This design comes from an exercise in tuning for small area and a short achievable clock period on the open sky130 flow, not from production work. Function was checked by simulation only, so behaviour that the tests miss may differ from the original.

**flow/design.v**
```verilog
module fixed_mult(a, b, ab);  
    input [16:0] a, b;
    output [16:0] ab;
    wire [16:0] a, b;
    wire [16:0] ab;
    wire[31:0] multresult;
    assign multresult = a[15:0] * b[15:0];  
    assign ab[15:0] = multresult[23:8];  
    assign ab[16] = a[16] ^ b[16];  
endmodule
module fixed_adder2 (a, b, sub, sum);
	parameter numwidth = 16;
	input [numwidth:0] a, b;
	input sub;
	output [numwidth:0] sum;
	wire sub;
	wire [numwidth:0] a, b;
	wire [numwidth:0] sum;
	assign sum = sub ? ((a[numwidth] != b[numwidth]) ? 
							{a[numwidth], a[numwidth-1:0] + b[numwidth-1:0]} : 
							(((b[numwidth-1:0] > a[numwidth-1:0]) && (a[numwidth] == b[numwidth])) ? 
								{~a[numwidth], ~a[numwidth-1:0] + b[numwidth-1:0] + 1'b1} : 
							(((a[numwidth-1:0] > b[numwidth-1:0]) && (a[numwidth] == b[numwidth])) ? 
								{a[numwidth], a[numwidth-1:0] + ~b[numwidth-1:0] + 1'b1} : 
								0))) : 
						(((a[numwidth] == b[numwidth])) ? 
							{a[numwidth], a[numwidth-1:0] + b[numwidth-1:0]} : 
							(((a[numwidth-1:0] > b[numwidth-1:0]) && (a[numwidth] != b[numwidth])) ? 
								{a[numwidth], a[numwidth-1:0] + ~b[numwidth-1:0] + 1'b1} : 
								(((b[numwidth-1:0] > a[numwidth-1:0]) && (a[numwidth] != b[numwidth])) ? 
									{b[numwidth], ~a[numwidth-1:0] + b[numwidth-1:0] + 1'b1} : 
									0)));
endmodule
module izhikevich (clk, a, b, c, d, v, u, i, v_prime, u_prime, fired);
output [16:0] v_prime, u_prime;
output fired;
input clk;
input [16:0] a, b, c, d, v, u, i;
wire clk;
wire [16:0] a, b, c, d, v, u, i;
reg [16:0] v_prime, u_prime;
reg fired;
wire [16:0] new_v, new_u, new_u2, mult1, mult2, mult3, mult4, mult5, inter, add1, add2, add3, add4;
fixed_mult U1(17'b0_0000_0000_0000_1010,v,mult1);
fixed_mult U2(mult1,v,mult2);
fixed_mult U3(17'b0_0000_0101_0000_0000,v,mult3);  
fixed_adder2 U6(mult2, mult3, 1'b0, add1);
fixed_adder2 U7(add1, 17'b0_1000_1100_0000_0000, 1'b0, add2);
fixed_adder2 U8(add2, u, 1'b1, add3);
fixed_adder2 U9(add3, i, 1'b0, add4);
fixed_adder2 U11(add4, v, 1'b0, new_v);
fixed_mult U4(b,v,mult4);
fixed_adder2 U10(mult4, u, 1'b1, inter);
fixed_mult U5(a,inter,mult5);
fixed_adder2 U12(mult5, u, 1'b0, new_u);
fixed_adder2 U13(u, d, 1'b0, new_u2);
always @ (posedge clk) begin
	if ((new_v[15:0] >= 16'b0001_1110_0000_0000) && (new_v[16] == 1'b0)) begin
		v_prime <= c;
		u_prime <= new_u2;
		fired <= 1'b1;
	end
	else begin
		v_prime <= new_v;
		u_prime <= new_u;
		fired <= 1'b0;
	end
	if ((new_v[15:0] >= 16'b0011_0010_0000_0000) && (new_v[16] == 1'b1))
		v_prime <= 17'b1_0011_0010_0000_0000;
end
endmodule
```
**flow/constraint.sdc**
```tcl
create_clock -name core_clock -period 24.0 [get_ports {clk}]
set_input_delay 4.8000 -clock core_clock [delete_from_list [all_inputs] [get_ports {clk}]]
set_output_delay 4.8000 -clock core_clock [all_outputs]
set_load 0.01 [all_outputs]
```
**flow/config.mk**
```make
export PLATFORM = sky130hd
export DESIGN_NAME = izhikevich
export DESIGN_NICKNAME = izhikevich
export VERILOG_FILES = /design/flow/design.v
export SDC_FILE = /design/flow/constraint.sdc
export NUM_CORES = 4
export LEC_CHECK = 0
export CAP_MARGIN = 20
export CORE_MARGIN = 2
export CORE_UTILIZATION = 40
export SLEW_MARGIN = 20
```
**flow/run.sh**
```bash
#!/bin/bash
# synth_recipe.tcl (not shown) runs the flow's synth.tcl, then flattens the netlist and writes it again
# the make line also repeats each setting of config.mk as NAME=value (left out here)
make -C /OpenROAD-flow-scripts/flow DESIGN_CONFIG=/design/flow/config.mk WORK_HOME=/design/flow/orfs CLKGATE_MAP_FILE= SYNTH_SCRIPT=/design/flow/synth_recipe.tcl finish
```
==> summary.txt <==
## stage by stage
| step | util, % | std cells |
|---|---|---|
| 2_1_floorplan | - | 4890 |
| 3_3_place_gp | 48.3 | 6757 |
| 3_5_place_dp | 48.3 | 6757 |
| 4_1_cts | 49.0 | 6797 |
| 5_1_grt | 50.4 | 6830 |
| 6_report | 50.4 | 6830 |
## per-layer routing
metal  vias to the layer above  track usage [%]  part of all wire [%]
met2                      1210             44.3                    47
met5                         -                0                     0
met4                         0             6.27                   2.6
met1                     18100             36.2                    45
met3                       174             3.09                   6.1
li1                      17400                -                     -
## cell families (layout without fill, tap and decap cells)
group	Yosys count	count (layout)	synth area share (%)
AND/OR/NAND/NOR	1418	1418	17.5
XOR/XNOR	210	210	4.98
adder cells (fa/ha/maj)	1028	1028	43.9
AO/OA/AOI/OAI	1084	1084	19.6
multiplexers	46	46	1.26
flip-flops	35	35	1.86
buffers and inverters	1069	1755	10.9
## Yosys cell counts, drive strengths merged (8+ instances only)
| cell type | instances | area [um2] |
|---|---|---|
| a21oi | 276 | 1380 |
| buf | 39 | 235 |
| clkbuf | 189 | 711 |
| o221a | 10 | 113 |
| or2 | 26 | 163 |
| nand3 | 61 | 305 |
| nor4 | 12 | 75.1 |
| a221oi | 35 | 307 |
| and3 | 27 | 174 |
| and2 | 134 | 838 |
| nor3b | 17 | 128 |
| a221o | 40 | 400 |
| xor2 | 46 | 403 |
| o21a | 26 | 195 |
| a211o | 8 | 70.1 |
| ha | 538 | 6730 |
| o21ba | 9 | 90.1 |
| o211ai | 24 | 185 |
| mux2i | 36 | 360 |
| nor2 | 276 | 1040 |
| a22oi | 18 | 135 |
| o22ai | 33 | 213 |
| a31o | 14 | 123 |
| or3 | 23 | 144 |
| dfxtp | 35 | 701 |
| xnor2 | 162 | 1430 |
| o31ai | 21 | 163 |
| nor3 | 71 | 355 |
| inv | 835 | 3130 |
| mux2 | 10 | 113 |
| a31oi | 37 | 231 |
| nand2 | 603 | 2260 |
| fa | 490 | 9810 |
| o41ai | 15 | 139 |
| o21bai | 84 | 631 |
| nand2b | 44 | 275 |
| nor2b | 84 | 526 |
| a21boi | 10 | 75.1 |
| o31a | 16 | 140 |
| o21ai | 191 | 960 |
| nand4 | 23 | 144 |
| a21o | 89 | 668 |
| a211oi | 28 | 233 |
| o221ai | 28 | 245 |
## path summary, 6_finish.rpt
path | start | endpoint | depth (start not counted)
hold / removal | c[16] | v_prime[16] | 3
setup / recovery | v[6] | u_prime[8] | 93
## repair_timing
action                                  4_1_cts  5_1_grt
endpoints found under the setup margin       35       35
resized for setup                            46      232
cloned                                        1        0
buffers inserted                             31       33
pin swaps                                    29      114
## flip-flops by register name (all words and copies together), names as in the netlist
name     count
fired        1
u_prime     17
v_prime     17
## cell type report
cell class,count,area [um2],area share [%]
clock inverters,2,12.5,0.0266
clock buffers,6,129,0.274
flip-flops and latches,35,701,1.49
inverters,841,3160,6.71
repair buffers,906,7390,15.7
well taps,1254,1570,3.33
multi-input cells,3786,34100,72.5
==> results.sh <==
export IMPL_io_buffers=154
export IMPL_synth_async_reset_ratio_pct=0
export IMPL_diodes=0
export IMPL_syn_num_nets=6038
export IMPL_clockRootBuffer="clkbuf_16"
export IMPL_synth_edff_count=0
export IMPL_gp_congestion=0.963
export IMPL_seq_area_frac_synth_pct=1.86
export IMPL_setup_ws_ns=0.716
export IMPL_path_class="input pin to register"
export IMPL_initial_core_util_pct=40.3
export IMPL_vias_per_cell=5.41
export IMPL_finalCriticalPeriod_ns=23.28
export IMPL_grt_pass1_vias=36400
export IMPL_drc=0
export IMPL_hold_class="input pin to register"
export IMPL_htree_levels=2
export IMPL_synthDistinctLibCells=98
export IMPL_tightest_slew_ns=1.15
export IMPL_rows=112
export IMPL_cp_slowest_cell="or4b_2"
export IMPL_path_clk_slew_ns=0.07
export IMPL_drt_total_wl_um=131000
export IMPL_critPathLaunchType="input pin"
export IMPL_critPathTopFamily="compound AO/OA/AOI/OAI gates"
export IMPL_hold_buffers=0
export IMPL_setup_viol_count_final=0
export IMPL_dpl_cell_area_um2=45100
export IMPL_relSlewSlack_pct=23.2
export IMPL_cts_tree="yes"
export IMPL_final_area_um2=47100
export IMPL_drv_slew=0
export IMPL_crit_path_end_kind="register"
export IMPL_core_area_um2=93300
export IMPL_die_area_um2=96600
export IMPL_path_max_fanout=8
export IMPL_fillers=9113
export IMPL_synthesis_area_um2=37700
export IMPL_arrival_ns=23.54
export IMPL_dp_hpwl_um=107000
export IMPL_cpMostUsedCell="buf_4"
export IMPL_track_usage_pct=26.4
export IMPL_die_w_um=311
export IMPL_grt_overflow=0
export IMPL_drtAntennaViolNets=0
export IMPL_drt_iter0_drc=2693
export IMPL_fp_dieH_um=311
export IMPL_layout_commonest_cell="inv_1"
export IMPL_maxCapViolCount=0
export IMPL_fin_crit_sh_pct=97.0
export IMPL_fin_tns_setup_ns=0
export IMPL_grt_antenna_before_repair=1
export IMPL_fmax_mhz=42.9
export IMPL_mostFrequentLayoutCells="inv_1, buf_4, nand2_1"
export IMPL_worst_path_buf_inv=19
export IMPL_whs_ns=5.03
export IMPL_cts_buffers=5
export IMPL_cts_max_path_buffers=2
export IMPL_dpl_worst_slack_ns=-1.41
export IMPL_drive_gt1_share_pct=18.4
export IMPL_grt_max_degree=31
export IMPL_yosys_warnings=1
export IMPL_num_io_pins=155
export IMPL_wl_per_cell_um=19.2
export IMPL_nets=6723
export IMPL_status="timing/DRC/antenna clean"
export IMPL_grt_pass1_wl_um=205000
export IMPL_ys_flop_type="dfxtp_1"
export IMPL_ys_ff_latch=35
export IMPL_critPathRequiredTime_ns=24.25
export IMPL_finalHoldViolations=0
export IMPL_syn2layout_area_growth_pct=25.0
export IMPL_synth_cells=4890
export IMPL_cts_sinks=35
export IMPL_crit_path_max_incr_delay_ns=0.62
export IMPL_num_vias=36900
export IMPL_syn_area_per_cell_um2=7.70
export IMPL_firstDrtPassIters=6

-- separate check: timing with driven ports --
The results above use ideal ports. As a check the final layout listed here was re-extracted and re-timed, cells and wires unchanged. Step 1: set_driving_cell puts a clkbuf_16 on clk and a buf_2 on each other input, an assumption about the parent block. Step 2 adds t to the input delays and takes it off the output delays; t is the mean of the earliest and latest rising clock arrival at the registers after step 1. Input paths then give back, and output paths get back, about the clock's delay inside the block. a / b / c = no drivers / after step 1 / after step 2; a / b = the first two.
t, ns: 0.365
setup slack, ns: 0.716 / 0.729 / 0.364
slew at the worst register clock pin (ns): 0.07 / 0.07
cell pins on the clock port's net: 1
After both steps setup and hold are still met in this run. For this run, drivers alone change the setup slack by +0.013 ns; drivers and shift together by -0.352 ns.
